From an optimization exercise on the open Yosys and OpenROAD flow, aimed at small area and a short achievable clock period; shortcuts taken in it are not production practice.
At most, simulation tests tie the RTL to the original design; equivalence was not proved.
For run 3, only the layout was checked, not whether the RTL still works.
Power and IR drop assume default switching activity.

==> flow/design.v <==
module mac_fin (
    input  [18:0] si,
    input  [18:0] ci,
    input  [15:0] pi,
    output [18:0] sum
);
    wire s0 = si[0] ^ ci[0];
    wire c0 = si[0] & ci[0];
    wire s1 = si[1] ^ ci[1] ^ pi[1];
    wire c1 = (si[1] & ci[1]) | (si[1] & pi[1]) | (ci[1] & pi[1]);
    wire s2 = si[2] ^ ci[2] ^ pi[2];
    wire c2 = (si[2] & ci[2]) | (si[2] & pi[2]) | (ci[2] & pi[2]);
    wire s3 = si[3] ^ ci[3] ^ pi[3];
    wire c3 = (si[3] & ci[3]) | (si[3] & pi[3]) | (ci[3] & pi[3]);
    wire s4 = si[4] ^ ci[4] ^ pi[4];
    wire c4 = (si[4] & ci[4]) | (si[4] & pi[4]) | (ci[4] & pi[4]);
    wire s5 = si[5] ^ ci[5] ^ pi[5];
    wire c5 = (si[5] & ci[5]) | (si[5] & pi[5]) | (ci[5] & pi[5]);
    wire s6 = si[6] ^ ci[6] ^ pi[6];
    wire c6 = (si[6] & ci[6]) | (si[6] & pi[6]) | (ci[6] & pi[6]);
    wire s7 = si[7] ^ ci[7] ^ pi[7];
    wire c7 = (si[7] & ci[7]) | (si[7] & pi[7]) | (ci[7] & pi[7]);
    wire s8 = si[8] ^ ci[8] ^ pi[8];
    wire c8 = (si[8] & ci[8]) | (si[8] & pi[8]) | (ci[8] & pi[8]);
    wire s9 = si[9] ^ ci[9] ^ pi[9];
    wire c9 = (si[9] & ci[9]) | (si[9] & pi[9]) | (ci[9] & pi[9]);
    wire s10 = si[10] ^ ci[10] ^ pi[10];
    wire c10 = (si[10] & ci[10]) | (si[10] & pi[10]) | (ci[10] & pi[10]);
    wire s11 = si[11] ^ ci[11] ^ pi[11];
    wire c11 = (si[11] & ci[11]) | (si[11] & pi[11]) | (ci[11] & pi[11]);
    wire s12 = si[12] ^ ci[12] ^ pi[12];
    wire c12 = (si[12] & ci[12]) | (si[12] & pi[12]) | (ci[12] & pi[12]);
    wire s13 = si[13] ^ ci[13] ^ pi[13];
    wire c13 = (si[13] & ci[13]) | (si[13] & pi[13]) | (ci[13] & pi[13]);
    wire s14 = si[14] ^ ci[14] ^ pi[14];
    wire c14 = (si[14] & ci[14]) | (si[14] & pi[14]) | (ci[14] & pi[14]);
    wire s15 = si[15] ^ ci[15] ^ pi[15];
    wire c15 = (si[15] & ci[15]) | (si[15] & pi[15]) | (ci[15] & pi[15]);
    wire s16 = si[16] ^ ci[16];
    wire c16 = si[16] & ci[16];
    wire s17 = si[17] ^ ci[17];
    wire c17 = si[17] & ci[17];
    wire s18 = si[18] ^ ci[18];
    wire [18:0] ra = {c17, c16, s16, c14, c13, c12, c11, c10, c9, c8, c7, c6, c5, c4, c3, c2, c1, c0, pi[0]};
    wire [18:0] rb = {s18, s17, c15, s15, s14, s13, s12, s11, s10, s9, s8, s7, s6, s5, s4, s3, s2, s1, s0};
    assign sum = ra + rb;
endmodule
module mac_cs (
    input  [3:0]  one,
    input  [3:0]  two,
    input  [3:0]  neg,
    input  [7:0]  w,
    input  [18:0] si,
    input  [18:0] ci,
    output [18:0] so,
    output [18:0] co
);
    wire pp0_0 = ((one[0] & w[0]) | (two[0] & 1'b0)) ^ neg[0];
    wire pp0_1 = ((one[0] & w[1]) | (two[0] & w[0])) ^ neg[0];
    wire pp0_2 = ((one[0] & w[2]) | (two[0] & w[1])) ^ neg[0];
    wire pp0_3 = ((one[0] & w[3]) | (two[0] & w[2])) ^ neg[0];
    wire pp0_4 = ((one[0] & w[4]) | (two[0] & w[3])) ^ neg[0];
    wire pp0_5 = ((one[0] & w[5]) | (two[0] & w[4])) ^ neg[0];
    wire pp0_6 = ((one[0] & w[6]) | (two[0] & w[5])) ^ neg[0];
    wire pp0_7 = ((one[0] & w[7]) | (two[0] & w[6])) ^ neg[0];
    wire pp0_8 = ~(((one[0] | two[0]) & w[7]) ^ neg[0]);
    wire pp1_0 = ((one[1] & w[0]) | (two[1] & 1'b0)) ^ neg[1];
    wire pp1_1 = ((one[1] & w[1]) | (two[1] & w[0])) ^ neg[1];
    wire pp1_2 = ((one[1] & w[2]) | (two[1] & w[1])) ^ neg[1];
    wire pp1_3 = ((one[1] & w[3]) | (two[1] & w[2])) ^ neg[1];
    wire pp1_4 = ((one[1] & w[4]) | (two[1] & w[3])) ^ neg[1];
    wire pp1_5 = ((one[1] & w[5]) | (two[1] & w[4])) ^ neg[1];
    wire pp1_6 = ((one[1] & w[6]) | (two[1] & w[5])) ^ neg[1];
    wire pp1_7 = ((one[1] & w[7]) | (two[1] & w[6])) ^ neg[1];
    wire pp1_8 = ~(((one[1] | two[1]) & w[7]) ^ neg[1]);
    wire pp2_0 = ((one[2] & w[0]) | (two[2] & 1'b0)) ^ neg[2];
    wire pp2_1 = ((one[2] & w[1]) | (two[2] & w[0])) ^ neg[2];
    wire pp2_2 = ((one[2] & w[2]) | (two[2] & w[1])) ^ neg[2];
    wire pp2_3 = ((one[2] & w[3]) | (two[2] & w[2])) ^ neg[2];
    wire pp2_4 = ((one[2] & w[4]) | (two[2] & w[3])) ^ neg[2];
    wire pp2_5 = ((one[2] & w[5]) | (two[2] & w[4])) ^ neg[2];
    wire pp2_6 = ((one[2] & w[6]) | (two[2] & w[5])) ^ neg[2];
    wire pp2_7 = ((one[2] & w[7]) | (two[2] & w[6])) ^ neg[2];
    wire pp2_8 = ~(((one[2] | two[2]) & w[7]) ^ neg[2]);
    wire pp3_0 = ((one[3] & w[0]) | (two[3] & 1'b0)) ^ neg[3];
    wire pp3_1 = ((one[3] & w[1]) | (two[3] & w[0])) ^ neg[3];
    wire pp3_2 = ((one[3] & w[2]) | (two[3] & w[1])) ^ neg[3];
    wire pp3_3 = ((one[3] & w[3]) | (two[3] & w[2])) ^ neg[3];
    wire pp3_4 = ((one[3] & w[4]) | (two[3] & w[3])) ^ neg[3];
    wire pp3_5 = ((one[3] & w[5]) | (two[3] & w[4])) ^ neg[3];
    wire pp3_6 = ((one[3] & w[6]) | (two[3] & w[5])) ^ neg[3];
    wire pp3_7 = ((one[3] & w[7]) | (two[3] & w[6])) ^ neg[3];
    wire pp3_8 = ~(((one[3] | two[3]) & w[7]) ^ neg[3]);
    wire s0 = si[6] ^ ci[6];
    wire c0 = si[6] & ci[6];
    wire s1 = si[7] ^ ci[7];
    wire c1 = si[7] & ci[7];
    wire s2 = si[8] ^ ci[8];
    wire c2 = si[8] & ci[8];
    wire s3 = si[2] ^ ci[2];
    wire c3 = si[2] & ci[2];
    wire s4 = si[3] ^ ci[3];
    wire c4 = si[3] & ci[3];
    wire s5 = si[4] ^ ci[4] ^ neg[2];
    wire c5 = (si[4] & ci[4]) | (si[4] & neg[2]) | (ci[4] & neg[2]);
    wire s6 = pp0_4 ^ pp1_2;
    wire c6 = pp0_4 & pp1_2;
    wire s7 = si[5] ^ ci[5] ^ pp0_5;
    wire c7 = (si[5] & ci[5]) | (si[5] & pp0_5) | (ci[5] & pp0_5);
    wire s8 = pp1_3 ^ pp2_1;
    wire c8 = pp1_3 & pp2_1;
    wire s9 = neg[3] ^ s0 ^ pp0_6;
    wire c9 = (neg[3] & s0) | (neg[3] & pp0_6) | (s0 & pp0_6);
    wire s10 = pp1_4 ^ pp2_2 ^ pp3_0;
    wire c10 = (pp1_4 & pp2_2) | (pp1_4 & pp3_0) | (pp2_2 & pp3_0);
    wire s11 = c0 ^ s1 ^ pp0_7;
    wire c11 = (c0 & s1) | (c0 & pp0_7) | (s1 & pp0_7);
    wire s12 = pp1_5 ^ pp2_3 ^ pp3_1;
    wire c12 = (pp1_5 & pp2_3) | (pp1_5 & pp3_1) | (pp2_3 & pp3_1);
    wire s13 = c1 ^ s2 ^ pp0_8;
    wire c13 = (c1 & s2) | (c1 & pp0_8) | (s2 & pp0_8);
    wire s14 = pp1_6 ^ pp2_4 ^ pp3_2;
    wire c14 = (pp1_6 & pp2_4) | (pp1_6 & pp3_2) | (pp2_4 & pp3_2);
    wire s15 = si[9] ^ ci[9] ^ c2;
    wire c15 = (si[9] & ci[9]) | (si[9] & c2) | (ci[9] & c2);
    wire s16 = pp1_7 ^ pp2_5 ^ pp3_3;
    wire c16 = (pp1_7 & pp2_5) | (pp1_7 & pp3_3) | (pp2_5 & pp3_3);
    wire s17 = si[10] ^ ci[10] ^ pp1_8;
    wire c17 = (si[10] & ci[10]) | (si[10] & pp1_8) | (ci[10] & pp1_8);
    wire s18 = pp2_6 ^ pp3_4;
    wire c18 = pp2_6 & pp3_4;
    wire s19 = si[11] ^ ci[11] ^ pp2_7;
    wire c19 = (si[11] & ci[11]) | (si[11] & pp2_7) | (ci[11] & pp2_7);
    wire s20 = si[12] ^ ci[12];
    wire c20 = si[12] & ci[12];
    wire s21 = si[0] ^ ci[0];
    wire c21 = si[0] & ci[0];
    wire s22 = si[1] ^ ci[1];
    wire c22 = si[1] & ci[1];
    wire s23 = neg[1] ^ s3 ^ pp0_2;
    wire c23 = (neg[1] & s3) | (neg[1] & pp0_2) | (s3 & pp0_2);
    wire s24 = c3 ^ s4 ^ pp0_3;
    wire c24 = (c3 & s4) | (c3 & pp0_3) | (s4 & pp0_3);
    wire s25 = c4 ^ pp2_0 ^ s5;
    wire c25 = (c4 & pp2_0) | (c4 & s5) | (pp2_0 & s5);
    wire s26 = c5 ^ c6 ^ s8;
    wire c26 = (c5 & c6) | (c5 & s8) | (c6 & s8);
    wire s27 = c8 ^ c7 ^ s9;
    wire c27 = (c8 & c7) | (c8 & s9) | (c7 & s9);
    wire s28 = c9 ^ c10 ^ s11;
    wire c28 = (c9 & c10) | (c9 & s11) | (c10 & s11);
    wire s29 = c11 ^ c12 ^ s13;
    wire c29 = (c11 & c12) | (c11 & s13) | (c12 & s13);
    wire s30 = s15 ^ c13 ^ c14;
    wire c30 = (s15 & c13) | (s15 & c14) | (c13 & c14);
    wire s31 = c15 ^ s18 ^ c16;
    wire c31 = (c15 & s18) | (c15 & c16) | (s18 & c16);
    wire s32 = pp3_5 ^ c18 ^ c17;
    wire c32 = (pp3_5 & c18) | (pp3_5 & c17) | (c18 & c17);
    wire s33 = s20 ^ pp2_8 ^ pp3_6;
    wire c33 = (s20 & pp2_8) | (s20 & pp3_6) | (pp2_8 & pp3_6);
    wire s34 = si[13] ^ ci[13] ^ c20;
    wire c34 = (si[13] & ci[13]) | (si[13] & c20) | (ci[13] & c20);
    wire s35 = si[14] ^ ci[14];
    wire c35 = si[14] & ci[14];
    wire s36 = neg[0] ^ s21;
    wire c36 = neg[0] & s21;
    wire s37 = c21 ^ s22 ^ pp0_1;
    wire c37 = (c21 & s22) | (c21 & pp0_1) | (s22 & pp0_1);
    wire s38 = c22 ^ pp1_0 ^ s23;
    wire c38 = (c22 & pp1_0) | (c22 & s23) | (pp1_0 & s23);
    wire s39 = pp1_1 ^ c23 ^ s24;
    wire c39 = (pp1_1 & c23) | (pp1_1 & s24) | (c23 & s24);
    wire s40 = s6 ^ c24 ^ s25;
    wire c40 = (s6 & c24) | (s6 & s25) | (c24 & s25);
    wire s41 = s7 ^ c25 ^ s26;
    wire c41 = (s7 & c25) | (s7 & s26) | (c25 & s26);
    wire s42 = s10 ^ c26 ^ s27;
    wire c42 = (s10 & c26) | (s10 & s27) | (c26 & s27);
    wire s43 = s12 ^ c27 ^ s28;
    wire c43 = (s12 & c27) | (s12 & s28) | (c27 & s28);
    wire s44 = s14 ^ c28 ^ s29;
    wire c44 = (s14 & c28) | (s14 & s29) | (c28 & s29);
    wire s45 = s16 ^ s30 ^ c29;
    wire c45 = (s16 & s30) | (s16 & c29) | (s30 & c29);
    wire s46 = s17 ^ c30 ^ s31;
    wire c46 = (s17 & c30) | (s17 & s31) | (c30 & s31);
    wire s47 = s19 ^ c31 ^ s32;
    wire c47 = (s19 & c31) | (s19 & s32) | (c31 & s32);
    wire s48 = c19 ^ s33 ^ c32;
    wire c48 = (c19 & s33) | (c19 & c32) | (s33 & c32);
    wire s49 = pp3_7 ^ s34 ^ c33;
    wire c49 = (pp3_7 & s34) | (pp3_7 & c33) | (s34 & c33);
    wire s50 = s35 ^ pp3_8 ^ c34;
    wire c50 = (s35 & pp3_8) | (s35 & c34) | (pp3_8 & c34);
    wire s51 = si[15] ^ ci[15] ^ c35;
    wire c51 = (si[15] & ci[15]) | (si[15] & c35) | (ci[15] & c35);
    wire s52 = si[16] ^ ci[16];
    wire c52 = si[16] & ci[16];
    wire s53 = si[17] ^ ci[17];
    wire c53 = si[17] & ci[17];
    wire s54 = si[18] ^ ci[18];
    assign so = {c53, c52, s52, s51, s50, s49, c47, c46, c45, c44, c43, c42, c41, c40, c39, c38, c37, c36, pp0_0};
    assign co = {s54, s53, c51, c50, c49, c48, s48, s47, s46, s45, s44, s43, s42, s41, s40, s39, s38, s37, s36};
endmodule
module mac_cs0 (
    input  [3:0]  one,
    input  [3:0]  two,
    input  [3:0]  neg,
    input  [7:0]  w,
    input  [18:0] ci,
    output [18:0] so,
    output [18:0] co
);
    wire pp0_0 = ((one[0] & w[0]) | (two[0] & 1'b0)) ^ neg[0];
    wire pp0_1 = ((one[0] & w[1]) | (two[0] & w[0])) ^ neg[0];
    wire pp0_2 = ((one[0] & w[2]) | (two[0] & w[1])) ^ neg[0];
    wire pp0_3 = ((one[0] & w[3]) | (two[0] & w[2])) ^ neg[0];
    wire pp0_4 = ((one[0] & w[4]) | (two[0] & w[3])) ^ neg[0];
    wire pp0_5 = ((one[0] & w[5]) | (two[0] & w[4])) ^ neg[0];
    wire pp0_6 = ((one[0] & w[6]) | (two[0] & w[5])) ^ neg[0];
    wire pp0_7 = ((one[0] & w[7]) | (two[0] & w[6])) ^ neg[0];
    wire pp0_8 = ~(((one[0] | two[0]) & w[7]) ^ neg[0]);
    wire pp1_0 = ((one[1] & w[0]) | (two[1] & 1'b0)) ^ neg[1];
    wire pp1_1 = ((one[1] & w[1]) | (two[1] & w[0])) ^ neg[1];
    wire pp1_2 = ((one[1] & w[2]) | (two[1] & w[1])) ^ neg[1];
    wire pp1_3 = ((one[1] & w[3]) | (two[1] & w[2])) ^ neg[1];
    wire pp1_4 = ((one[1] & w[4]) | (two[1] & w[3])) ^ neg[1];
    wire pp1_5 = ((one[1] & w[5]) | (two[1] & w[4])) ^ neg[1];
    wire pp1_6 = ((one[1] & w[6]) | (two[1] & w[5])) ^ neg[1];
    wire pp1_7 = ((one[1] & w[7]) | (two[1] & w[6])) ^ neg[1];
    wire pp1_8 = ~(((one[1] | two[1]) & w[7]) ^ neg[1]);
    wire pp2_0 = ((one[2] & w[0]) | (two[2] & 1'b0)) ^ neg[2];
    wire pp2_1 = ((one[2] & w[1]) | (two[2] & w[0])) ^ neg[2];
    wire pp2_2 = ((one[2] & w[2]) | (two[2] & w[1])) ^ neg[2];
    wire pp2_3 = ((one[2] & w[3]) | (two[2] & w[2])) ^ neg[2];
    wire pp2_4 = ((one[2] & w[4]) | (two[2] & w[3])) ^ neg[2];
    wire pp2_5 = ((one[2] & w[5]) | (two[2] & w[4])) ^ neg[2];
    wire pp2_6 = ((one[2] & w[6]) | (two[2] & w[5])) ^ neg[2];
    wire pp2_7 = ((one[2] & w[7]) | (two[2] & w[6])) ^ neg[2];
    wire pp2_8 = ~(((one[2] | two[2]) & w[7]) ^ neg[2]);
    wire pp3_0 = ((one[3] & w[0]) | (two[3] & 1'b0)) ^ neg[3];
    wire pp3_1 = ((one[3] & w[1]) | (two[3] & w[0])) ^ neg[3];
    wire pp3_2 = ((one[3] & w[2]) | (two[3] & w[1])) ^ neg[3];
    wire pp3_3 = ((one[3] & w[3]) | (two[3] & w[2])) ^ neg[3];
    wire pp3_4 = ((one[3] & w[4]) | (two[3] & w[3])) ^ neg[3];
    wire pp3_5 = ((one[3] & w[5]) | (two[3] & w[4])) ^ neg[3];
    wire pp3_6 = ((one[3] & w[6]) | (two[3] & w[5])) ^ neg[3];
    wire pp3_7 = ((one[3] & w[7]) | (two[3] & w[6])) ^ neg[3];
    wire pp3_8 = ~(((one[3] | two[3]) & w[7]) ^ neg[3]);
    wire s0 = ci[4] ^ neg[2];
    wire c0 = ci[4] & neg[2];
    wire s1 = ci[5] ^ pp0_5;
    wire c1 = ci[5] & pp0_5;
    wire s2 = ci[6] ^ neg[3] ^ pp0_6;
    wire c2 = (ci[6] & neg[3]) | (ci[6] & pp0_6) | (neg[3] & pp0_6);
    wire s3 = pp1_4 ^ pp2_2;
    wire c3 = pp1_4 & pp2_2;
    wire s4 = ci[7] ^ pp0_7 ^ pp1_5;
    wire c4 = (ci[7] & pp0_7) | (ci[7] & pp1_5) | (pp0_7 & pp1_5);
    wire s5 = pp2_3 ^ pp3_1;
    wire c5 = pp2_3 & pp3_1;
    wire s6 = 1'b1 ^ ci[8] ^ pp0_8;
    wire c6 = (1'b1 & ci[8]) | (1'b1 & pp0_8) | (ci[8] & pp0_8);
    wire s7 = pp1_6 ^ pp2_4 ^ pp3_2;
    wire c7 = (pp1_6 & pp2_4) | (pp1_6 & pp3_2) | (pp2_4 & pp3_2);
    wire s8 = ci[9] ^ pp1_7 ^ pp2_5;
    wire c8 = (ci[9] & pp1_7) | (ci[9] & pp2_5) | (pp1_7 & pp2_5);
    wire s9 = 1'b1 ^ ci[10] ^ pp1_8;
    wire c9 = (1'b1 & ci[10]) | (1'b1 & pp1_8) | (ci[10] & pp1_8);
    wire s10 = 1'b1 ^ ci[11];
    wire c10 = 1'b1 & ci[11];
    wire s11 = ci[2] ^ neg[1];
    wire c11 = ci[2] & neg[1];
    wire s12 = ci[3] ^ pp0_3;
    wire c12 = ci[3] & pp0_3;
    wire s13 = s0 ^ pp0_4 ^ pp1_2;
    wire c13 = (s0 & pp0_4) | (s0 & pp1_2) | (pp0_4 & pp1_2);
    wire s14 = c0 ^ pp1_3 ^ pp2_1;
    wire c14 = (c0 & pp1_3) | (c0 & pp2_1) | (pp1_3 & pp2_1);
    wire s15 = pp3_0 ^ c1 ^ s3;
    wire c15 = (pp3_0 & c1) | (pp3_0 & s3) | (c1 & s3);
    wire s16 = c3 ^ s5 ^ c2;
    wire c16 = (c3 & s5) | (c3 & c2) | (s5 & c2);
    wire s17 = c5 ^ c4 ^ s6;
    wire c17 = (c5 & c4) | (c5 & s6) | (c4 & s6);
    wire s18 = pp3_3 ^ c6 ^ c7;
    wire c18 = (pp3_3 & c6) | (pp3_3 & c7) | (c6 & c7);
    wire s19 = pp2_6 ^ pp3_4 ^ c8;
    wire c19 = (pp2_6 & pp3_4) | (pp2_6 & c8) | (pp3_4 & c8);
    wire s20 = s10 ^ pp2_7 ^ pp3_5;
    wire c20 = (s10 & pp2_7) | (s10 & pp3_5) | (pp2_7 & pp3_5);
    wire s21 = ci[12] ^ c10 ^ pp2_8;
    wire c21 = (ci[12] & c10) | (ci[12] & pp2_8) | (c10 & pp2_8);
    wire s22 = 1'b1 ^ ci[13];
    wire c22 = 1'b1 & ci[13];
    wire s23 = ci[0] ^ neg[0];
    wire c23 = ci[0] & neg[0];
    wire s24 = ci[1] ^ pp0_1;
    wire c24 = ci[1] & pp0_1;
    wire s25 = s11 ^ pp0_2 ^ pp1_0;
    wire c25 = (s11 & pp0_2) | (s11 & pp1_0) | (pp0_2 & pp1_0);
    wire s26 = c11 ^ pp1_1 ^ s12;
    wire c26 = (c11 & pp1_1) | (c11 & s12) | (pp1_1 & s12);
    wire s27 = pp2_0 ^ c12 ^ s13;
    wire c27 = (pp2_0 & c12) | (pp2_0 & s13) | (c12 & s13);
    wire s28 = s1 ^ c13 ^ s14;
    wire c28 = (s1 & c13) | (s1 & s14) | (c13 & s14);
    wire s29 = c14 ^ s2 ^ s15;
    wire c29 = (c14 & s2) | (c14 & s15) | (s2 & s15);
    wire s30 = s4 ^ c15 ^ s16;
    wire c30 = (s4 & c15) | (s4 & s16) | (c15 & s16);
    wire s31 = s7 ^ c16 ^ s17;
    wire c31 = (s7 & c16) | (s7 & s17) | (c16 & s17);
    wire s32 = s8 ^ s18 ^ c17;
    wire c32 = (s8 & s18) | (s8 & c17) | (s18 & c17);
    wire s33 = s9 ^ c18 ^ s19;
    wire c33 = (s9 & c18) | (s9 & s19) | (c18 & s19);
    wire s34 = c9 ^ s20 ^ c19;
    wire c34 = (c9 & s20) | (c9 & c19) | (s20 & c19);
    wire s35 = pp3_6 ^ c20 ^ s21;
    wire c35 = (pp3_6 & c20) | (pp3_6 & s21) | (c20 & s21);
    wire s36 = s22 ^ pp3_7 ^ c21;
    wire c36 = (s22 & pp3_7) | (s22 & c21) | (pp3_7 & c21);
    wire s37 = ci[14] ^ c22 ^ pp3_8;
    wire c37 = (ci[14] & c22) | (ci[14] & pp3_8) | (c22 & pp3_8);
    wire s38 = 1'b1 ^ ci[15];
    wire c38 = 1'b1 & ci[15];
    wire s39 = 1'b1 ^ ci[16];
    wire c39 = 1'b1 & ci[16];
    assign so = {1'b1, ci[17], c38, s38, s37, s36, s35, c33, c32, c31, c30, c29, c28, c27, c26, c25, c24, c23, s23};
    assign co = {ci[18], c39, s39, c37, c36, c35, c34, s34, s33, s32, s31, s30, s29, s28, s27, s26, s25, s24, pp0_0};
endmodule
module mac_p6 (
    input  [7:0]  x,
    input  [7:0]  w,
    output [18:0] so,
    output [18:0] co
);
    wire [8:0] xe = {x, 1'b0};
    wire [3:0] one, two, neg;
    assign one[0] = xe[1] ^ xe[0];
    assign two[0] = (xe[2] & ~xe[1] & ~xe[0]) | (~xe[2] & xe[1] & xe[0]);
    assign neg[0] = xe[2];
    assign one[1] = xe[3] ^ xe[2];
    assign two[1] = (xe[4] & ~xe[3] & ~xe[2]) | (~xe[4] & xe[3] & xe[2]);
    assign neg[1] = xe[4];
    assign one[2] = xe[5] ^ xe[4];
    assign two[2] = (xe[6] & ~xe[5] & ~xe[4]) | (~xe[6] & xe[5] & xe[4]);
    assign neg[2] = xe[6];
    assign one[3] = xe[7] ^ xe[6];
    assign two[3] = (xe[8] & ~xe[7] & ~xe[6]) | (~xe[8] & xe[7] & xe[6]);
    assign neg[3] = xe[8];
    wire pp0_0 = ((one[0] & w[0]) | (two[0] & 1'b0)) ^ neg[0];
    wire pp0_1 = ((one[0] & w[1]) | (two[0] & w[0])) ^ neg[0];
    wire pp0_2 = ((one[0] & w[2]) | (two[0] & w[1])) ^ neg[0];
    wire pp0_3 = ((one[0] & w[3]) | (two[0] & w[2])) ^ neg[0];
    wire pp0_4 = ((one[0] & w[4]) | (two[0] & w[3])) ^ neg[0];
    wire pp0_5 = ((one[0] & w[5]) | (two[0] & w[4])) ^ neg[0];
    wire pp0_6 = ((one[0] & w[6]) | (two[0] & w[5])) ^ neg[0];
    wire pp0_7 = ((one[0] & w[7]) | (two[0] & w[6])) ^ neg[0];
    wire pp0_8 = ~(((one[0] | two[0]) & w[7]) ^ neg[0]);
    wire pp1_0 = ((one[1] & w[0]) | (two[1] & 1'b0)) ^ neg[1];
    wire pp1_1 = ((one[1] & w[1]) | (two[1] & w[0])) ^ neg[1];
    wire pp1_2 = ((one[1] & w[2]) | (two[1] & w[1])) ^ neg[1];
    wire pp1_3 = ((one[1] & w[3]) | (two[1] & w[2])) ^ neg[1];
    wire pp1_4 = ((one[1] & w[4]) | (two[1] & w[3])) ^ neg[1];
    wire pp1_5 = ((one[1] & w[5]) | (two[1] & w[4])) ^ neg[1];
    wire pp1_6 = ((one[1] & w[6]) | (two[1] & w[5])) ^ neg[1];
    wire pp1_7 = ((one[1] & w[7]) | (two[1] & w[6])) ^ neg[1];
    wire pp1_8 = ~(((one[1] | two[1]) & w[7]) ^ neg[1]);
    wire pp2_0 = ((one[2] & w[0]) | (two[2] & 1'b0)) ^ neg[2];
    wire pp2_1 = ((one[2] & w[1]) | (two[2] & w[0])) ^ neg[2];
    wire pp2_2 = ((one[2] & w[2]) | (two[2] & w[1])) ^ neg[2];
    wire pp2_3 = ((one[2] & w[3]) | (two[2] & w[2])) ^ neg[2];
    wire pp2_4 = ((one[2] & w[4]) | (two[2] & w[3])) ^ neg[2];
    wire pp2_5 = ((one[2] & w[5]) | (two[2] & w[4])) ^ neg[2];
    wire pp2_6 = ((one[2] & w[6]) | (two[2] & w[5])) ^ neg[2];
    wire pp2_7 = ((one[2] & w[7]) | (two[2] & w[6])) ^ neg[2];
    wire pp2_8 = ~(((one[2] | two[2]) & w[7]) ^ neg[2]);
    wire pp3_0 = ((one[3] & w[0]) | (two[3] & 1'b0)) ^ neg[3];
    wire pp3_1 = ((one[3] & w[1]) | (two[3] & w[0])) ^ neg[3];
    wire pp3_2 = ((one[3] & w[2]) | (two[3] & w[1])) ^ neg[3];
    wire pp3_3 = ((one[3] & w[3]) | (two[3] & w[2])) ^ neg[3];
    wire pp3_4 = ((one[3] & w[4]) | (two[3] & w[3])) ^ neg[3];
    wire pp3_5 = ((one[3] & w[5]) | (two[3] & w[4])) ^ neg[3];
    wire pp3_6 = ((one[3] & w[6]) | (two[3] & w[5])) ^ neg[3];
    wire pp3_7 = ((one[3] & w[7]) | (two[3] & w[6])) ^ neg[3];
    wire pp3_8 = ~(((one[3] | two[3]) & w[7]) ^ neg[3]);
    wire s0 = neg[3] ^ pp0_6;
    wire c0 = neg[3] & pp0_6;
    wire s1 = pp0_7 ^ pp1_5;
    wire c1 = pp0_7 & pp1_5;
    wire s2 = pp0_8 ^ pp1_6;
    wire c2 = pp0_8 & pp1_6;
    wire s3 = neg[2] ^ pp0_4;
    wire c3 = neg[2] & pp0_4;
    wire s4 = pp0_5 ^ pp1_3;
    wire c4 = pp0_5 & pp1_3;
    wire s5 = pp1_4 ^ pp2_2 ^ pp3_0;
    wire c5 = (pp1_4 & pp2_2) | (pp1_4 & pp3_0) | (pp2_2 & pp3_0);
    wire s6 = pp2_3 ^ pp3_1 ^ c0;
    wire c6 = (pp2_3 & pp3_1) | (pp2_3 & c0) | (pp3_1 & c0);
    wire s7 = pp2_4 ^ pp3_2 ^ c1;
    wire c7 = (pp2_4 & pp3_2) | (pp2_4 & c1) | (pp3_2 & c1);
    wire s8 = pp1_7 ^ pp2_5 ^ pp3_3;
    wire c8 = (pp1_7 & pp2_5) | (pp1_7 & pp3_3) | (pp2_5 & pp3_3);
    wire s9 = pp1_8 ^ pp2_6;
    wire c9 = pp1_8 & pp2_6;
    wire s10 = neg[1] ^ pp0_2;
    wire c10 = neg[1] & pp0_2;
    wire s11 = pp0_3 ^ pp1_1;
    wire c11 = pp0_3 & pp1_1;
    wire s12 = pp1_2 ^ pp2_0 ^ s3;
    wire c12 = (pp1_2 & pp2_0) | (pp1_2 & s3) | (pp2_0 & s3);
    wire s13 = pp2_1 ^ c3 ^ s4;
    wire c13 = (pp2_1 & c3) | (pp2_1 & s4) | (c3 & s4);
    wire s14 = c4 ^ s0 ^ s5;
    wire c14 = (c4 & s0) | (c4 & s5) | (s0 & s5);
    wire s15 = s1 ^ c5 ^ s6;
    wire c15 = (s1 & c5) | (s1 & s6) | (c5 & s6);
    wire s16 = s2 ^ c6 ^ s7;
    wire c16 = (s2 & c6) | (s2 & s7) | (c6 & s7);
    wire s17 = c2 ^ s8 ^ c7;
    wire c17 = (c2 & s8) | (c2 & c7) | (s8 & c7);
    wire s18 = pp3_4 ^ s9 ^ c8;
    wire c18 = (pp3_4 & s9) | (pp3_4 & c8) | (s9 & c8);
    wire s19 = pp2_7 ^ pp3_5 ^ c9;
    wire c19 = (pp2_7 & pp3_5) | (pp2_7 & c9) | (pp3_5 & c9);
    wire s20 = pp2_8 ^ pp3_6;
    wire c20 = pp2_8 & pp3_6;
    assign so = {1'b0, 1'b0, 1'b0, 1'b0, pp3_8, pp3_7, s20, s19, s18, c16, c15, c14, c13, c12, c11, c10, pp1_0, pp0_1, neg[0]};
    assign co = {1'b0, 1'b0, 1'b0, 1'b0, 1'b0, c20, c19, c18, c17, s17, s16, s15, s14, s13, s12, s11, s10, 1'b0, pp0_0};
endmodule
module mac #(parameter DW=8,CW=19,ROW=7,COLUMN=7,OW=26
) (
    input [ROW*DW-1     : 0]        mac_m_data  ,
    input [COLUMN*DW-1  : 0]        w           ,
    input [ROW-1        : 0]        w_en        ,
    input [COLUMN*CW-1  : 0]        ci          ,
    output [COLUMN*OW-1 : 0]        mac_s_data  ,
    input clk,
    input rst_n
);
localparam [113:0] RV = {19'd502528, 19'd480768, 19'd459008, 19'd437248, 19'd415488, 19'd393728};
localparam [18:0]  RP = 19'd21760;
reg  [47:0]  xd1;        
reg  [55:0]  wd;         
reg  [5:0]   wed;        
reg  [6:0]   ld;         
reg  [47:0]  one, two, neg;   
reg  [391:0] wq;         
reg  [797:0] ss, sc;     
reg  [132:0] p6s, p6c;   
reg  [111:0] p6r;        
reg  [132:0] so;         
wire [797:0] ssn, scn;
wire [132:0] p6sn, p6cn, son;
wire [132:0] p6rn;
always @(posedge clk) begin
    xd1 <= mac_m_data[47:0];
    wd  <= w;
end
always @(posedge clk or negedge rst_n) begin
    if (!rst_n) begin
        wed <= 6'd0;
        ld  <= 7'd0;
    end else begin
        wed <= w_en[5:0];
        ld  <= ld | {w_en[6], wed};
    end
end
wire [55:0] w6 = w_en[6] ? w : (wq[391:336] & {56{ld[6]}});
genvar r, c, j, g;
generate
for (r = 0; r < 6; r = r + 1) begin : row
    wire       v  = ld[r] | wed[r];
    wire [8:0] xe = {xd1[8*r +: 8], 1'b0};
    for (g = 0; g < 2; g = g + 1) begin : grp
        for (j = 0; j < 4; j = j + 1) begin : dg
            wire b2 = xe[2*j+2], b1 = xe[2*j+1], b0 = xe[2*j];
            wire d1 = v & (b1 ^ b0);
            wire d2 = v & ((b2 & ~b1 & ~b0) | (~b2 & b1 & b0));
            wire d3 = v & b2;
            always @(posedge clk or negedge rst_n) begin
                if (!rst_n) begin
                    one[8*r+4*g+j] <= g[0];
                    two[8*r+4*g+j] <= g[0];
                    neg[8*r+4*g+j] <= g[0];
                end else begin
                    one[8*r+4*g+j] <= d1 ^ g[0];
                    two[8*r+4*g+j] <= d2 ^ g[0];
                    neg[8*r+4*g+j] <= d3 ^ g[0];
                end
            end
        end
    end
    always @(posedge clk) begin
        if (wed[r]) wq[56*r +: 56] <= wd;
    end
    for (c = 0; c < 7; c = c + 1) begin : col
        localparam integer G = (c < 4) ? 0 : 1;
        wire [3:0] d_one = one[8*r+4*G +: 4] ^ {4{G[0]}};
        wire [3:0] d_two = two[8*r+4*G +: 4] ^ {4{G[0]}};
        wire [3:0] d_neg = neg[8*r+4*G +: 4] ^ {4{G[0]}};
        if (r == 0) begin : g0
            mac_cs0 u (.one(d_one), .two(d_two), .neg(d_neg),
                       .w(wq[56*r + 8*c +: 8]),
                       .ci(ci[19*c +: 19]), .so(ssn[133*r + 19*c +: 19]), .co(scn[133*r + 19*c +: 19]));
        end else begin : gm
            mac_cs u (.one(d_one), .two(d_two), .neg(d_neg),
                      .w(wq[56*r + 8*c +: 8]),
                      .si(ss[133*(r-1) + 19*c +: 19]), .ci(sc[133*(r-1) + 19*c +: 19]),
                      .so(ssn[133*r + 19*c +: 19]), .co(scn[133*r + 19*c +: 19]));
        end
        always @(posedge clk or negedge rst_n) begin
            if (!rst_n) begin
                ss[133*r + 19*c +: 19] <= RV[19*r +: 19];
                sc[133*r + 19*c +: 19] <= 19'd0;
            end else begin
                ss[133*r + 19*c +: 19] <= ssn[133*r + 19*c +: 19];
                sc[133*r + 19*c +: 19] <= scn[133*r + 19*c +: 19];
            end
        end
    end
end
always @(posedge clk) begin
    if (w_en[6]) wq[391:336] <= w;
end
for (c = 0; c < 7; c = c + 1) begin : last
    mac_p6 u (.x(mac_m_data[55:48]), .w(w6[8*c +: 8]), .so(p6sn[19*c +: 19]), .co(p6cn[19*c +: 19]));
    assign p6rn[19*c +: 19] = p6s[19*c +: 19] + p6c[19*c +: 19];
    mac_fin f (.si(ss[133*5 + 19*c +: 19]), .ci(sc[133*5 + 19*c +: 19]), .pi(p6r[16*c +: 16]),
               .sum(son[19*c +: 19]));
    always @(posedge clk or negedge rst_n) begin
        if (!rst_n) begin
            p6s[19*c +: 19] <= RP;
            p6c[19*c +: 19] <= 19'd0;
            p6r[16*c +: 16] <= RP[15:0];
            so[19*c +: 19]  <= 19'd0;
        end else begin
            p6s[19*c +: 19] <= p6sn[19*c +: 19];
            p6c[19*c +: 19] <= p6cn[19*c +: 19];
            p6r[16*c +: 16] <= p6rn[19*c +: 16];
            so[19*c +: 19]  <= son[19*c +: 19];
        end
    end
    assign mac_s_data[26*c +: 26] = {{7{so[19*c + 18]}}, so[19*c +: 19]};
end
endgenerate
endmodule
==> flow/run.sh <==
#!/bin/bash
# synth_recipe.tcl (not shown) runs the flow's synth.tcl, then flattens the netlist and writes it again
# the make line also repeats each setting of config.mk as NAME=value (left out here)
make -C /OpenROAD-flow-scripts/flow DESIGN_CONFIG=/design/flow/config.mk WORK_HOME=/design/flow/orfs CLKGATE_MAP_FILE= SYNTH_SCRIPT=/design/flow/synth_recipe.tcl finish
==> flow/config.mk <==
export PLATFORM = sky130hd
export DESIGN_NAME = mac
export DESIGN_NICKNAME = mac
export VERILOG_FILES = /design/flow/design.v
export SDC_FILE = /design/flow/constraint.sdc
export NUM_CORES = 4
export LEC_CHECK = 0
export CAP_MARGIN = 20
export CORE_MARGIN = 2
export CORE_UTILIZATION = 45
export PLACE_DENSITY = 0.6
export SETUP_SLACK_MARGIN = 2.5
export SLEW_MARGIN = 20
==> flow/constraint.sdc <==
create_clock -name core_clock -period 5.5 [get_ports {clk}]
set_input_delay 1.1000 -clock core_clock [delete_from_list [all_inputs] [get_ports {clk}]]
set_output_delay 1.1000 -clock core_clock [all_outputs]
set_load 0.01 [all_outputs]
==> impl_results.md, run 1 <==
- Period utilization: 0.5645
- Number of synthesized flops with an enable pin: 392
- Std-Cell Core Area: 0.3661 mm²
- Worst-path fanout max: 9
- Num Clock Sinks: 2677
- Crit path time final: 3.104 ns
- Final setup vio count: 0
- Drt initial violations: 10599
- Post-route ant nets: 0
- Vias in the first global route: about 110k
- Synthesized area per cell: between 10 and 15 µm²
- CP Launch Type: flop
- Area contributors post-synth: dfrtp_1 (27%), fa_1 (21%), edfxtp_1 (7.1%)
- Crit path DAT: 3.97 ns
- Post-route cell area: 0.1898 mm²
- Via count: 104488
- DRT Pass-1 Iters: 5
- Largest net degree at the start of global routing: ~180
- Clock latency on the worst-skew pair: ~0.94 ns
- Layout cells sized above 1: 0.1241
- Cells after Synth: about 14000
- Dpl cell area: 0.1748 mm²
- Post-synthesis async set-or-reset flop share: 0.8147
- First-pass GRT wire length: roughly 710000 µm
- Yosys Warn Count: 1
- Yosys reg bits: 2677
- Num ports: between 400 and 500
- Area Growth Syn to Fin: 14.55%
- Initial antenna violation count: 60
- DP HPWL: 351300 µm
- Post-Syn Nets: 16929
- Die ar.: about 0.37 mm²
- Status: complete, no violations
- Total power per unit cell area: 664.9 mW/mm²
- GRT Resource Usage Total: 0.2544
- Slew @ Worst Pin: 1.234 ns
- Vias/cell: 5.364
- Num rows: 222
- Synthesized area: 0.1657 mm²
- Crit path kind: reg2reg
- Final hold vios: 0
- Drt drc: 0
- Max IR drop VDD: 632.9 µV
- Post-synthesis sequential area ratio: 0.4157
- Setup TNS: 0 ns
- Reg2Reg Depth: 14
- Yosys top cell by area: dfrtp_1
- Slew headroom: 0.1772
- Setup crit end kind: flop
- Clock transition at path regs: approximately 0.060 ns
- LEAKAGE: 83.92 nW
- CTS tree: built
- Overflow after GRT: 0
- TritonCTS Buffers: just over 300
- Routed wire length: 478000 µm
- Area share of the largest cell type after synthesis: 0.2741
- RR Endpoint: p6c[65]
- Reg2Reg Setup Slack: between 2 and 2.5 ns
- Input/output buffers: 435
- Hold Crit Class: in2async
- Synth unique cells: 76
- Main synth FF type: dfrtp_1
- Final Skew: between 0.04 and 0.05 ns
- Final Max Slew Viols: 0
- RSZ-0062 raised after global routing: true
- Initial core utilization: 0.4527
- Worst EP required: 6.36 ns
- Fill count: approximately 32000
- Gpl congestion: around 0.88
- CTS Root Cell: clkbuf_16
- Die Y-Extent: ~610 µm
- Fmax: 322.1 MHz
- Drt wl/cell: 24.54 µm
- Count leader, synth: inv_1
- Hold WS: 0.1450 ns
- # nets final: between 15000 and 20000
- # H-tree levels: 5
- Max Root-Sink Buffers: 4
- Max cap viols: 0
- FF-to-FF Start: ld[6]
- Die width: 610.9 µm
- Synth cell count leaders: inv_1 (2024), dfrtp_1 (1815), fa_1 (1743), xnor2_1 (1072), ha_1 (903)
- Cts hold-fix bufs: 0
==> flip-flops by register name (all words and copies together), names as in the netlist <==
| register | count |
|---|---|
| xd1 | 48 |
| p6r | 112 |
| wed | 6 |
| two | 48 |
| so | 133 |
| sc | 798 |
| wd | 56 |
| p6c | 91 |
| neg | 48 |
| p6s | 99 |
| ld | 7 |
| ss | 791 |
| one | 48 |
| wq | 392 |
==> routing by layer <==
metal / up-vias / track usage / wire length [µm]
li1: 46250 / - / -
met2: 4045 / 0.3791 / 210700
met1: 53556 / 0.3828 / 218800
met5: - / 0 / 23
met4: 4 / 0.08109 / 16120
met3: 633 / 0.03686 / 32380
==> how the worst max path moves through the flow <==
stage | from | end | slack, ns | cells past startpoint
2_1_floorplan | w_en[6] | p6c[122] | 1.99 | 13
3_3_place_gp | w_en[6] | p6c[82] | 1.20 | 10
3_5_place_dp | w_en[6] | p6c[9] | 1.17 | 9
4_1_cts | ss[704] | so[56] | 2.32 | 10
5_1_grt | ld[6] | p6c[65] | 2.32 | 14
6_report | ld[6] | p6c[65] | 2.40 | 14
==> cell families (layout without fill, tap and decap cells) <==
kind of cell	count (synthesis)	in the layout	share of synthesized area
AOI/OAI and AO/OA	2540	2540	0.1008
xor gates and xnor gates	1803	1803	0.09528
adders and majority gates	2793	2793	0.2876
buffers and inverters	2952	3518	0.06911
DFF	2677	2677	0.4157
muxes	7	7	0.0004228
other	0	67	0
and+or+nand+nor	1257	1257	0.03117
==> repair_timing <==
item	4_1_cts	5_1_grt
gates resized for setup	311	223
buffers inserted	103	144
setup endpoints to repair	644	261
pin swaps	82	110
cloned	1	2
==> layout make-up <==
cell class | instances | area (µm²) | share of cell area
diodes | 67 | 167.7 | 0.0008832
clock buffers | 431 | 9020 | 0.04751
clock inverters | 150 | 1762 | 0.009280
inverters | 2036 | 7670 | 0.04040
multi-input cells | 8400 | 87030 | 0.4584
flip-flops and latches | 2677 | 69360 | 0.3654
well taps | 4816 | 6026 | 0.03174
repair buffers | 901 | 8796 | 0.04633
==> critical path, stage by stage, from the launching register on <==
cell,delay [ns]
dfrtp_1,0.38
nor2b_4,0.14
buf_12,0.16
buf_4,0.15
buf_8,0.12
a22oi_2,0.26
nor2_1,0.10
a21oi_1,0.14
o22ai_1,0.08
a21oi_1,0.17
ha_2,0.20
inv_2,0.04
fa_1,0.52
inv_2,0.05
fa_2,0.52
==> report_power, final <==
| group | switching (W) | internal (W) | leakage, nW |
|---|---|---|---|
| logic | 0.0415 | 0.0292 | 48.7 |
| clock network | 0.00883 | 0.0128 | 5.28 |
| registers | 0.00447 | 0.0294 | 30.0 |
| total | 0.0548 | 0.0714 | 83.9 |
==> metrics by stage <==
step           setup slack [ns]  instances  utilization  total power (W)
2_1_floorplan             1.988      14029            -          0.07472
3_3_place_gp              1.205      18579       0.4773           0.1007
3_5_place_dp              1.171      18580       0.4774           0.1019
4_1_cts                   2.321      19265       0.5118           0.1257
5_1_grt                   2.324      19454       0.5184           0.1369
6_report                  2.396      19478       0.5185           0.1262
==> placed cells by master, fill, tap and decap left out, types with 51 or more instances in the layout <==
cell	instances
o21ai_0	313
clkinv_2	53
o22ai_1	630
inv_1	2005
ha_1	864
clkbuf_1	56
clkbuf_8	51
diode_2	67
xnor2_1	1055
maj3_1	137
nand2_1	700
dfrtp_1	1737
edfxtp_1	392
a21o_1	55
dfrtp_4	52
nor2_1	342
a22oi_1	679
a21oi_1	405
clkdlybuf4s50_1	361
dfstp_4	65
dfxtp_1	101
buf_4	370
fa_1	1712
dfstp_2	301
dlygate4sd2_1	62
xor2_1	722
clkbuf_16	325
==> run 2, diff against run 1 <==
--- a/flow/config.mk
+++ b/flow/config.mk
@@ -7,7 +7,7 @@
 export LEC_CHECK = 0
 export CAP_MARGIN = 20
 export CORE_MARGIN = 2
-export CORE_UTILIZATION = 45
-export PLACE_DENSITY = 0.6
+export CORE_UTILIZATION = 60
+export PLACE_DENSITY = 0.72
 export SETUP_SLACK_MARGIN = 2.5
 export SLEW_MARGIN = 20
==> impl_results.md, run 2 <==
- Crit path kind: reg2reg (unchanged)
- Post-Syn Nets: 16929 (unchanged)
- Die ar.: 0.2804 mm² (was 0.3732 mm²)
- Period utilization: 0.5675 (was 0.5645)
- Power Total: 0.1247 W (was 0.1262 W)
- Num ports: 436 (unchanged)
- Num Clock Sinks: 2677 (unchanged)
- Area share of the largest cell type after synthesis: 0.2741 (unchanged)
- Initial core utilization: 0.6046 (was 0.4527)
- Switch Pwr: 0.05341 W (was 0.05480 W)
- Final Max Slew Viols: 0 (unchanged)
- Share of power burned in registers: 0.273 (was 0.269)
- Yosys Warn Count: 1 (unchanged)
- Status: complete, no violations (unchanged)
- Yosys top cell by area: dfrtp_1 (unchanged)
- Post-route cell area: 0.1883 mm² (was 0.1898 mm²)
- Cts hold-fix bufs: 0 (unchanged)
- Cells after Synth: 14029 (unchanged)
- CP Launch Type: flop (unchanged)
- CTS tree: built (unchanged)
- Combinational fraction of design power: 0.556 (was 0.560)
- Post-synthesis sequential area ratio: 0.4157 (unchanged)
- Area Growth Syn to Fin: 13.60% (was 14.55%)
- Largest regs: sc (798), ss (791), wq (392) (unchanged)
- Most frequent cells in the layout: inv_1 (2006), dfrtp_1 (1734), fa_1 (1714) (was inv_1 (2005), dfrtp_1 (1737), fa_1 (1712))
- CTS Root Cell: clkbuf_16 (unchanged)
- Clock Power Share: 0.171 (was 0.172)
- Max Root-Sink Buffers: 4 (unchanged)
- Critical path's largest stage delay: 0.56 ns (was 0.52 ns)
- Final setup vio count: 0 (unchanged)
- Area contributors post-synth: dfrtp_1 (27%), fa_1 (21%), edfxtp_1 (7.1%) (unchanged)
- Vias in the first global route: 111420 (was 105922)
- Std-Cell Core Area: 0.2741 mm² (was 0.3661 mm²)
- Most common cell after layout, fill and taps aside: inv_1 (unchanged)
- Max IR drop VDD: 590.2 µV (was 632.9 µV)
- Die width: 529.6 µm (was 610.9 µm)
- Drt wl/cell: 26.02 µm (was 24.54 µm)
- Simple-gate share of the synthesized area: 0.03117 (unchanged)
- Crit-path slowest cell: fa_1 (unchanged)
- Largest family of logic cells by synthesized area: adder cells (unchanged)
- Dpl cell area: 0.1732 mm² (was 0.1748 mm²)
- Post-synthesis adder-cell area fraction: 0.2876 (unchanged)
- Synthesized area: 0.1657 mm² (unchanged)
- Setup crit end kind: flop (unchanged)
- Crit path DAT: 3.89 ns (was 3.97 ns)
- Post-synthesis compound-gate area fraction: 0.1008 (unchanged)
- RSZ-0062 raised after global routing: true (unchanged)
- Mux share of post-synthesis cell area: 0.0004228 (unchanged)
- Initial antenna violation count: 61 (was 60)
- Slew @ Worst Pin: 1.167 ns (was 1.234 ns)
- Post-synthesis async set-or-reset flop share: 0.8147 (unchanged)
- Slew headroom: 0.2210 (was 0.1772)
- Yosys reg bits: 2677 (unchanged)
- Drt initial violations: 11313 (was 10599)
- DP HPWL: 338400 µm (was 351300 µm)
- Hold Crit Class: in2async (unchanged)
- Final hold vios: 0 (unchanged)
- Vias/cell: 5.892 (was 5.364)
- Post-route ant nets: 0 (unchanged)
- Switching fraction of total power: 0.4285 (was 0.4342)
- Num rows: 192 (was 222)
- Setup TNS: 0 ns (unchanged)
- Drt drc: 0 (unchanged)
- Gpl congestion: 0.9359 (was 0.8763)
- Largest net degree at the start of global routing: 167 (was 177)
- # nets final: 17221 (was 17227)
- Die Y-Extent: 529.6 µm (was 610.9 µm)
- Most flop-heavy register: sc (unchanged)
- Layout cells sized above 1: 0.1224 (was 0.1241)
- # H-tree levels: 5 (unchanged)
- Worst path cell trace: nor2b_4 -> buf_12 -> buf_4 -> clkbuf_16 -> a22oi_2 -> buf_6 -> buf_4 -> nand2_1 -> o21ai_0 -> nand2_1 -> o221ai_1 -> fa_1 -> inv_1 -> fa_1 (was nor2b_4 -> buf_12 -> buf_4 -> buf_8 -> a22oi_2 -> nor2_1 -> a21oi_1 -> o22ai_1 -> a21oi_1 -> ha_2 -> inv_2 -> fa_1 -> inv_2 -> fa_2)
- Input/output buffers: 435 (unchanged)
- CP bufs+invs: 6 (was 5)
- Synth Area in XOR/XNOR: 0.09528 (unchanged)
- Max cap viols: 0 (unchanged)
- Synthesized area per cell: 11.81 µm² (unchanged)
- Util after Layout: 0.6869 (was 0.5185)
- Clock latency on the worst-skew pair: 0.93 ns (was 0.94 ns)
- Number of flip-flops under the largest register name: 798 (unchanged)
- Synth cell count leaders: inv_1 (2024), dfrtp_1 (1815), fa_1 (1743), xnor2_1 (1072), ha_1 (903) (unchanged)
- Crit path max-delay family: adder cells (unchanged)
- Number of synthesized flops with an enable pin: 392 (unchanged)
- Overflow after GRT: 0 (unchanged)
- GRT Resource Usage Total: 0.3376 (was 0.2544)
- Internal Power: 0.07125 W (was 0.07141 W)
- Total power per unit cell area: 662.2 mW/mm² (was 664.9 mW/mm²)
- Main synth FF type: dfrtp_1 (unchanged)
- Count leader, synth: inv_1 (unchanged)
- Worst-path fanout max: 6 (was 9)
- Clock transition at path regs: 0.06 ns (about the same)
- TritonCTS Buffers: 299 (was 311)
- Routed wire length: 476000 µm (was 478000 µm)
- Worst EP required: 6.27 ns (was 6.36 ns)
- Final Skew: 0.03920 ns (was 0.04284 ns)
- Synth unique cells: 76 (unchanged)
- LEAKAGE: 83.93 nW (was 83.92 nW)
- Hold WS: 0.1567 ns (was 0.1450 ns)
- Fmax: 320.4 MHz (was 322.1 MHz)
- Crit path time final: 3.121 ns (was 3.104 ns)
- DRT Pass-1 Iters: 7 (was 5)
- Via count: 107781 (was 104488)
- First-pass GRT wire length: 708800 µm (was 711100 µm)
[run 2: path summary, 6_finish.rpt]
kind / endpoint / slack (ns) / cells after the start / from
max: p6c[27] / 2.38 / 14 / ld[6]
min: p6s[96] / 0.16 / 1 / rst_n
max reg2reg: p6c[27] / 2.38 / 14 / ld[6]
min reg2reg: sc[265] / 0.38 / 1 / sc[132]
max in group asynchronous: ss[48] / 3.68 / 3 / rst_n
min in group core_clock: sc[265] / 0.38 / 1 / sc[132]
[run 2: power groups by stage]
| stage | Clock, W | Sequential [W] | Combinational, W |
|---|---|---|---|
| 2_1_floorplan | 0 | 0.0322 | 0.0425 |
| 3_3_place_gp | 0 | 0.0341 | 0.0637 |
| 3_5_place_dp | 0 | 0.0343 | 0.0657 |
| 4_1_cts | 0.0216 | 0.0340 | 0.0674 |
| 5_1_grt | 0.0224 | 0.0346 | 0.0772 |
| 6_report | 0.0213 | 0.0340 | 0.0694 |
[run 2: metal layers]
metal	track usage	vias to the layer above	part of all wire
li1	-	46188	-
met1	0.4960	54958	0.42
met2	0.5076	5601	0.45
met3	0.06239	1010	0.089
met4	0.1193	24	0.043
met5	0	-	0.00032
[run 2: cells by family (layout without fill, tap and decap cells)]
kind of cell / after synthesis / after routing
AOI/OAI and AO/OA: 2540 / 2542
xor gates and xnor gates: 1803 / 1803
adders and majority gates: 2793 / 2793
buffers and inverters: 2952 / 3497
DFF: 2677 / 2677
muxes: 7 / 7
other: 0 / 32
and+or+nand+nor: 1257 / 1257
[run 2: repair_timing]
action                     4_1_cts  5_1_grt
setup endpoints to repair      713      220
resized for setup              354      200
pin swaps                       61      105
cloned                          10        9
setup buffers                  132      125
[run 2: layout make-up]
class | count | area, µm²
clock buffer | 431 | 8830
antenna | 32 | 80.08
timing repair buffer | 905 | 9075
multi-input combinational | 8402 | 86960
sequential | 2677 | 69360
fill | 19461 | 85830
tap | 3686 | 4612
clock inverter | 125 | 1684
inverter | 2036 | 7671
[run 2: per-stage QoR]
| step | cells | setup slack [ns] |
|---|---|---|
| finish | 18294 | 2.379 |
| global route | 18270 | 2.303 |
| CTS | 18128 | 2.367 |
| detailed placement | 17430 | 0.9754 |
| global placement | 17430 | 0.9686 |
| floorplan | 14029 | 1.988 |
==> run 3, diff against run 2 <==
--- a/flow/design.v
+++ b/flow/design.v
@@ -525,7 +525,7 @@
     end
 end
 always @(posedge clk) begin
-    if (w_en[6]) wq[391:336] <= w;
+    wq[391:336] <= w6;
 end
 for (c = 0; c < 7; c = c + 1) begin : last
     mac_p6 u (.x(mac_m_data[55:48]), .w(w6[8*c +: 8]), .so(p6sn[19*c +: 19]), .co(p6cn[19*c +: 19]));
==> flow/flow/run.sh (new file) <==
#!/bin/bash
# Own layout flow: the standard synthesis, then the full adders of the
# netlist are re-polarised to drop inverters (flow/polopt.py), then the standard flow's
# standard layout of that netlist, with plain buffers on the ports.
set -euo pipefail
cd "$(dirname "$0")/.."
RES=orfs/results/${FLOW_PLATFORM:-sky130hd}/mac/base
bash standard.sh synth > synth.log 2>&1
cp "$RES/1_2_yosys.v" "$RES/1_2_yosys_std.v"
python3 flow/polopt.py "$RES/1_2_yosys_std.v" "$RES/1_2_yosys.v" > polopt.log 2>&1
touch "$RES/1_2_yosys.v"
rm -f "$RES/1_synth.odb" "$RES/1_synth.sdc"
bash standard.sh synth > synth_odb.log 2>&1
bash standard.sh "BUFFER_PORTS_ARGS=-buffer_cell sky130_fd_sc_hd__buf_2" finish > layout.log 2>&1
test -s out/final.def
==> flow/flow/polopt.py (new file) <==
#!/usr/bin/env python3
"""Re-polarise the full adders of a mapped sky130 netlist to remove inverters.

A full adder with all three inputs inverted gives both outputs inverted, so
each fa_* cell may be fed complemented inputs, and its outputs then carry the
complement of the original signals.  This picks, per full adder, whether to do
so (greedy local search) to minimise the number of inverters, then rewires:
every inverter chain is replaced by at most one inv_1 per driving net.
Usage: polopt.py IN.v OUT.v
"""
import re, sys, collections

src = open(sys.argv[1]).read()
INST = re.compile(r'^(\s*)(sky130_fd_sc_hd__\w+)\s+(\S+)\s*\((.*?)\);\n', re.M | re.S)
PIN = re.compile(r'\.(\w+)\(([^()]*)\)')
OUTP = {'X', 'Y', 'Q', 'Q_N', 'SUM', 'COUT', 'HI', 'LO'}

m0 = re.search(r'^module\s+(\w+)\s*\((.*?)\);', src, re.M | re.S)
ports = set()
for d in re.finditer(r'^\s*(input|output)\s*(\[[^\]]*\])?\s*([^;]+);', src, re.M):
    for nm in d.group(3).split(','):
        nm = nm.strip()
        if d.group(2):
            hi, lo = [int(x) for x in d.group(2)[1:-1].split(':')]
            for i in range(min(hi, lo), max(hi, lo) + 1):
                ports.add(f"{nm}[{i}]")
        else:
            ports.add(nm)

insts = []
for m in INST.finditer(src):
    pins = [(p, n.strip()) for p, n in PIN.findall(m.group(4))]
    insts.append([m.group(2), m.group(3), pins])
first = INST.search(src).start()
last = list(INST.finditer(src))[-1].end()
head, tail = src[:first], src[last:]

def isinv(t): return re.match(r'sky130_fd_sc_hd__(inv|clkinv)_\d+$', t) is not None
def isfa(t): return re.match(r'sky130_fd_sc_hd__fa_\d+$', t) is not None

drv = {}
for i, (t, nm, pins) in enumerate(insts):
    for p, n in pins:
        if p in OUTP and n:
            drv[n] = (i, p)

def root(n):
    par = 0
    seen = 0
    while n in drv and isinv(insts[drv[n][0]][0]):
        n = dict(insts[drv[n][0]][2])['A']
        par ^= 1
        seen += 1
        assert seen < 100
    return n, par

fas = [i for i, x in enumerate(insts) if isfa(x[0])]
flip = {i: 0 for i in fas}
conns = []   # (root, sink inst, pin, parity)
locked = set()
for i, (t, nm, pins) in enumerate(insts):
    if isinv(t):
        y = dict(pins)['Y']
        if y in ports:       # keep inverters that drive ports: lock the chain's source
            r, _ = root(y)
            if r in drv: locked.add(drv[r][0])
        continue
    for p, n in pins:
        if p in OUTP or not n:
            continue
        r, par = root(n)
        conns.append((r, i, p, par))

def srcfa(r):
    if r in drv and drv[r][0] in flip:
        return drv[r][0]
    return None

rootsinks = collections.defaultdict(list)
byfa = collections.defaultdict(set)
for k, (r, i, p, par) in enumerate(conns):
    rootsinks[r].append(k)
    s = srcfa(r)
    if s is not None: byfa[s].add(r)
    if i in flip: byfa[i].add(r)

def eff(k):
    r, i, p, par = conns[k]
    s = srcfa(r)
    return par ^ (flip[s] if s is not None else 0) ^ (flip[i] if i in flip else 0)

def rootcost(r):
    return 1 if any(eff(k) for k in rootsinks[r]) else 0

def total():
    return sum(rootcost(r) for r in rootsinks)

before = sum(1 for x in insts if isinv(x[0]))
for it in range(30):
    changed = 0
    for f in fas:
        if f in locked: continue
        rs = byfa[f]
        b = sum(rootcost(r) for r in rs)
        flip[f] ^= 1
        a = sum(rootcost(r) for r in rs)
        if a < b: changed += 1
        else: flip[f] ^= 1
    if not changed: break

# rebuild
out_insts = []
invnet = {}
newwires = []
k_of = {}
for k, (r, i, p, par) in enumerate(conns):
    k_of[(i, p)] = k
nid = 0
for i, (t, nm, pins) in enumerate(insts):
    if isinv(t) and dict(pins)['Y'] not in ports:
        continue
    newpins = []
    for p, n in pins:
        if (i, p) in k_of:
            k = k_of[(i, p)]
            r = conns[k][0]
            if eff(k):
                if r not in invnet:
                    w = f"_polinv_{nid}_"; nid += 1
                    invnet[r] = w
                    newwires.append(w)
                    out_insts.append(("sky130_fd_sc_hd__inv_1", f"_polinvc_{nid}_", [("A", r), ("Y", w)]))
                n = invnet[r]
            else:
                n = r
        newpins.append((p, n))
    out_insts.append((t, nm, newpins))

def fmt(t, nm, pins):
    esc = lambda n: n + " " if n.startswith("\\") else n
    return f"  {t} {esc(nm)} (\n" + ",\n".join(f"    .{p}({esc(n)})" for p, n in pins) + "\n  );\n"

head = head.rstrip('\n') + "\n" + "".join(f"  wire {w};\n" for w in newwires)
open(sys.argv[2], 'w').write(head + "".join(fmt(*x) for x in out_insts) + tail)
after = len(invnet) + sum(1 for x in insts if isinv(x[0]) and dict(x[2])['Y'] in ports)
print(f"polopt: {before} inverters -> {after}; {sum(flip.values())} of {len(fas)} full adders flipped", file=sys.stderr)
==> flow/standard.sh (new file) <==
#!/bin/bash
# synth_recipe.tcl (not shown) runs the flow's synth.tcl, then flattens the netlist and writes it again
# the make line also repeats each setting of config.mk as NAME=value (left out here)
make -C /OpenROAD-flow-scripts/flow DESIGN_CONFIG=/design/flow/config.mk WORK_HOME=/design/flow/orfs CLKGATE_MAP_FILE= SYNTH_SCRIPT=/design/flow/synth_recipe.tcl "${@:-finish}"
removed: flow/run.sh
==> impl_results.md, run 3 <==
- Status: finished with violations (was complete, no violations)
- Violated checks: antenna rules
- Vias in the first global route: 104710 (was 111420)
- Cells after Synth: 12585 (was 14029)
- Layout Cells excl Fill: 16773 (was 18294)
- Sequential cell area: 0.06868 mm² (was 0.06936 mm²)
- Crit path kind: reg2reg (unchanged)
- Area Growth Syn to Fin: 12.95% (was 13.60%)
- Vias/cell: 6.039 (was 5.892)
- FF-to-FF Start: ld[6] (unchanged)
- Die Y-Extent: 521.1 µm (was 529.6 µm)
- Post-route ant nets: 1 (was 0)
- Drt wl/cell: 26.12 µm (was 26.02 µm)
- Hold Path Sink: xd1[0]
- CTS Root Cell: clkbuf_16 (unchanged)
- Synthesized area per cell: 12.75 µm² (was 11.81 µm²)
- LEAKAGE: 79.16 nW (was 83.93 nW)
- Worst path cell trace: nor2b_4 -> buf_12 -> buf_12 -> buf_16 -> buf_12 -> a22oi_4 -> buf_6 -> nor3_2 -> a311o_1 -> o21ai_2 -> o21ai_2 -> inv_1 -> fa_2 -> fa_2 (was nor2b_4 -> buf_12 -> buf_4 -> clkbuf_16 -> a22oi_2 -> buf_6 -> buf_4 -> nand2_1 -> o21ai_0 -> nand2_1 -> o221ai_1 -> fa_1 -> inv_1 -> fa_1)
- Setup TNS: 0 ns (unchanged)
- Std-Cell Core Area: 0.2656 mm² (was 0.2741 mm²)
- Hold path depth: 1
- Overflow after GRT: 0 (unchanged)
- Synthesized area: 0.1605 mm² (was 0.1657 mm²)
- Final hold vios: 0 (unchanged)
- Fmax: 315.6 MHz (was 320.4 MHz)
- Most common cell after layout, fill and taps aside: dfrtp_1 (was inv_1)
- Reg2Reg Setup Slack: 2.33 ns (was 2.38 ns)
- Initial core utilization: 0.6042 (was 0.6046)
- Die width: 521.1 µm (was 529.6 µm)
- DRT Pass-1 Iters: 7 (unchanged)
- Power Total: 0.1243 W (was 0.1247 W)
- Drt drc: 0 (unchanged)
- Drt initial violations: 11545 (was 11313)
- Clock latency on the worst-skew pair: 0.95 ns (was 0.93 ns)
- TritonCTS Buffers: 298 (was 299)
- Hold Crit Class: in2reg (was in2async)
- Worst EP required: 6.33 ns (was 6.27 ns)
- Slew @ Worst Pin: 1.058 ns (was 1.167 ns)
- # nets final: 15869 (was 17221)
- First-pass GRT wire length: 663000 µm (was 708800 µm)
- RR Endpoint: p6c[46] (was p6c[27])
- Crit path DAT: 4.00 ns (was 3.89 ns)
- Setup crit end kind: flop (unchanged)
- Final Max Slew Viols: 0 (unchanged)
- CTS tree: built (unchanged)
- Gpl congestion: 0.9196 (was 0.9359)
- Min-delay src: mac_m_data[0]
- # H-tree levels: 5 (unchanged)
- Fill count: 18759 (was 19461)
- Worst-path fanout max: 8 (was 6)
- Cell mode on critical path: buf_12
- Most frequent cells in the layout: dfrtp_1 (1754), fa_1 (1713), xnor2_1 (1109) (was inv_1 (2006), dfrtp_1 (1734), fa_1 (1714))
- Max cap viols: 0 (unchanged)
- Clock transition at path regs: 0.06 ns (about the same)
- Initial antenna violation count: 46 (was 61)
- Final Skew: 0.06209 ns (was 0.03920 ns)
- Crit path time final: 3.168 ns (was 3.121 ns)
- Total power per unit cell area: 685.7 mW/mm² (was 662.2 mW/mm²)
- Placed cell count: 15848 (was 17430)
- Num Clock Sinks: 2677 (unchanged)
- Multi-input logic area: 0.08620 mm² (was 0.08696 mm²)
- Crit-path slowest cell: fa_2 (was fa_1)
- Slew headroom: 0.2946 (was 0.2210)
- Routed wire length: 438200 µm (was 476000 µm)
- Largest net degree at the start of global routing: 138 (was 167)
- Max IR drop VDD: 608.1 µV (was 590.2 µV)
- Num ports: 436 (unchanged)
- Layout cells sized above 1: 0.1777 (was 0.1224)
- RSZ-0062 raised after global routing: true (unchanged)
- Num rows: 189 (was 192)
- Post-Syn Nets: 15485 (was 16929)
- Via count: 101297 (was 107781)
- GRT Resource Usage Total: 0.3230 (was 0.3376)
- Yosys Warn Count: 1 (unchanged)
- Die ar.: 0.2716 mm² (was 0.2804 mm²)
- Reg2Reg Depth: 14 (unchanged)
- Most flop-heavy register: sc (unchanged)
- Max Root-Sink Buffers: 4 (unchanged)
- DP HPWL: 312300 µm (was 338400 µm)
- Period utilization: 0.5761 (was 0.5675)
- Final setup vio count: 0 (unchanged)
- Input/output buffers: 435 (unchanged)
- Largest regs: sc (798), ss (791), wq (392) (unchanged)
- Number of flip-flops under the largest register name: 798 (unchanged)
- CP Launch Type: flop (unchanged)
- Critical path's largest stage delay: 0.53 ns (was 0.56 ns)
-- run 3: changes by cell type in the layout (fill, tap and decap cells not counted), moves of 51 or more --
cell / delta
buf_2: +427
inv_1: -1072
maj3_1: -74
dlygate4sd2_1: -81
a21oi_1: -164
nand2_1: -255
edfxtp_1: -56
o21ai_0: -76
clkdlybuf4s50_1: -344
nor2_1: -64
xnor2_1: +51
dfxtp_1: +56
-- run 3: worst max-delay path, delay by kind of cell, from the launching register on --
family,cells,cell delay [ns]
DFF,1,0.41
AOI/OAI and AO/OA,4,0.71
adders and majority gates,2,0.98
buffers and inverters,6,0.79
and+or+nand+nor,2,0.19
-- run 3: report_power, final --
group	leakage [nW]	internal [W]	switching (W)
Combinational	44.1	0.0298	0.0393
Sequential	29.9	0.0294	0.00457
Clock	5.12	0.0127	0.00850
Total	79.2	0.0719	0.0524
-- run 3: routing by layer --
| metal | vias to the layer above | global-route usage | routed length [µm] |
|---|---|---|---|
| li1 | 42950 | - | - |
| met5 | - | 0 | 63 |
| met3 | 864 | 0.05802 | 41090 |
| met1 | 52228 | 0.4952 | 189800 |
| met2 | 5245 | 0.4676 | 189800 |
| met4 | 10 | 0.1110 | 17410 |
-- run 3: repair_timing --
item                                    CTS  global route
endpoints found under the setup margin  738           249
gates resized for setup                 347           258
pin swaps                               128           139
buffers inserted                        228           120
gates cloned                              2             4
hold buffers                              0             0
endpoints found under the hold margin     0             0
-- run 3: final cells by class --
| type | count | share of cell area |
|---|---|---|
| antenna | 19 | 0.0002623 |
| clock inverter | 139 | 0.01053 |
| timing repair buffer | 973 | 0.04128 |
| inverter | 1002 | 0.02143 |
| timing repair inverter | 4 | 0.0001657 |
| clock buffer | 413 | 0.04737 |
| tap | 3533 | 0.02439 |
| sequential | 2677 | 0.3790 |
| multi-input combinational | 8013 | 0.4756 |
-- run 3: how the worst max path moves through the flow --
stage / startpoint / to / slack [ns] / cells after the start
global placement: w_en[6] / p6c[103] / 1.03 / 12
finish: ld[6] / p6c[46] / 2.33 / 14
CTS: ld[6] / p6c[27] / 2.35 / 14
global route: ld[6] / p6c[46] / 2.24 / 14
floorplan: w_en[6] / p6c[65] / 1.99 / 13
detailed placement: w_en[6] / p6c[103] / 0.96 / 12
-- run 3: metrics by stage --
step	setup slack, ns	hold WS, ns	utilization	instance area (µm²)
2_1_floorplan	1.994	0.3636	-	160700
3_5_place_dp	0.9616	0.3735	0.6220	165200
5_1_grt	2.241	0.2093	0.6823	181200
3_3_place_gp	1.033	0.3726	0.6219	165200
4_1_cts	2.350	0.1874	0.6740	179000
6_report	2.332	0.2452	0.6825	181200

[port drivers added, routing unchanged]
The results above use ideal ports. As a check the final layouts listed here were re-extracted and re-timed, cells and wires unchanged.
Step 1 (the two cells are an assumption about what drives the block):
set clk [get_ports {clk}]
set_driving_cell -lib_cell sky130_fd_sc_hd__clkbuf_16 $clk
set_driving_cell -lib_cell sky130_fd_sc_hd__buf_2 [delete_from_list [all_inputs] $clk]
Step 2 adds t to the input delays and takes it off the output delays; t is the mean of the earliest and latest rising clock arrival at the registers after step 1. Input paths then give back, and output paths get back, about the clock's delay inside the block.
a / b / c = no drivers / after step 1 / after step 2; a / b = the first two.
| run | t (ns) | slack for setup (ns) | hold WS [ns] | worst data-port slew with drivers (ns) | pins driven straight from the clock port |
|---|---|---|---|---|---|
| run 1 | 1.026 | 2.396 / 2.396 / 1.457 | 0.145 / 0.129 / 0.378 | 0.19 | 1 |
| run 2 | 1.020 | 2.379 / 2.379 / 1.364 | 0.157 / 0.132 / 0.384 | 0.19 | 1 |
| run 3 | 1.007 | 2.332 / 2.332 / 1.476 | 0.245 / 0.174 / 0.384 | 0.07 | 1 |
For run 2, which loses most, drivers alone change the setup slack by 0.000 ns; drivers and shift together by -1.015 ns.
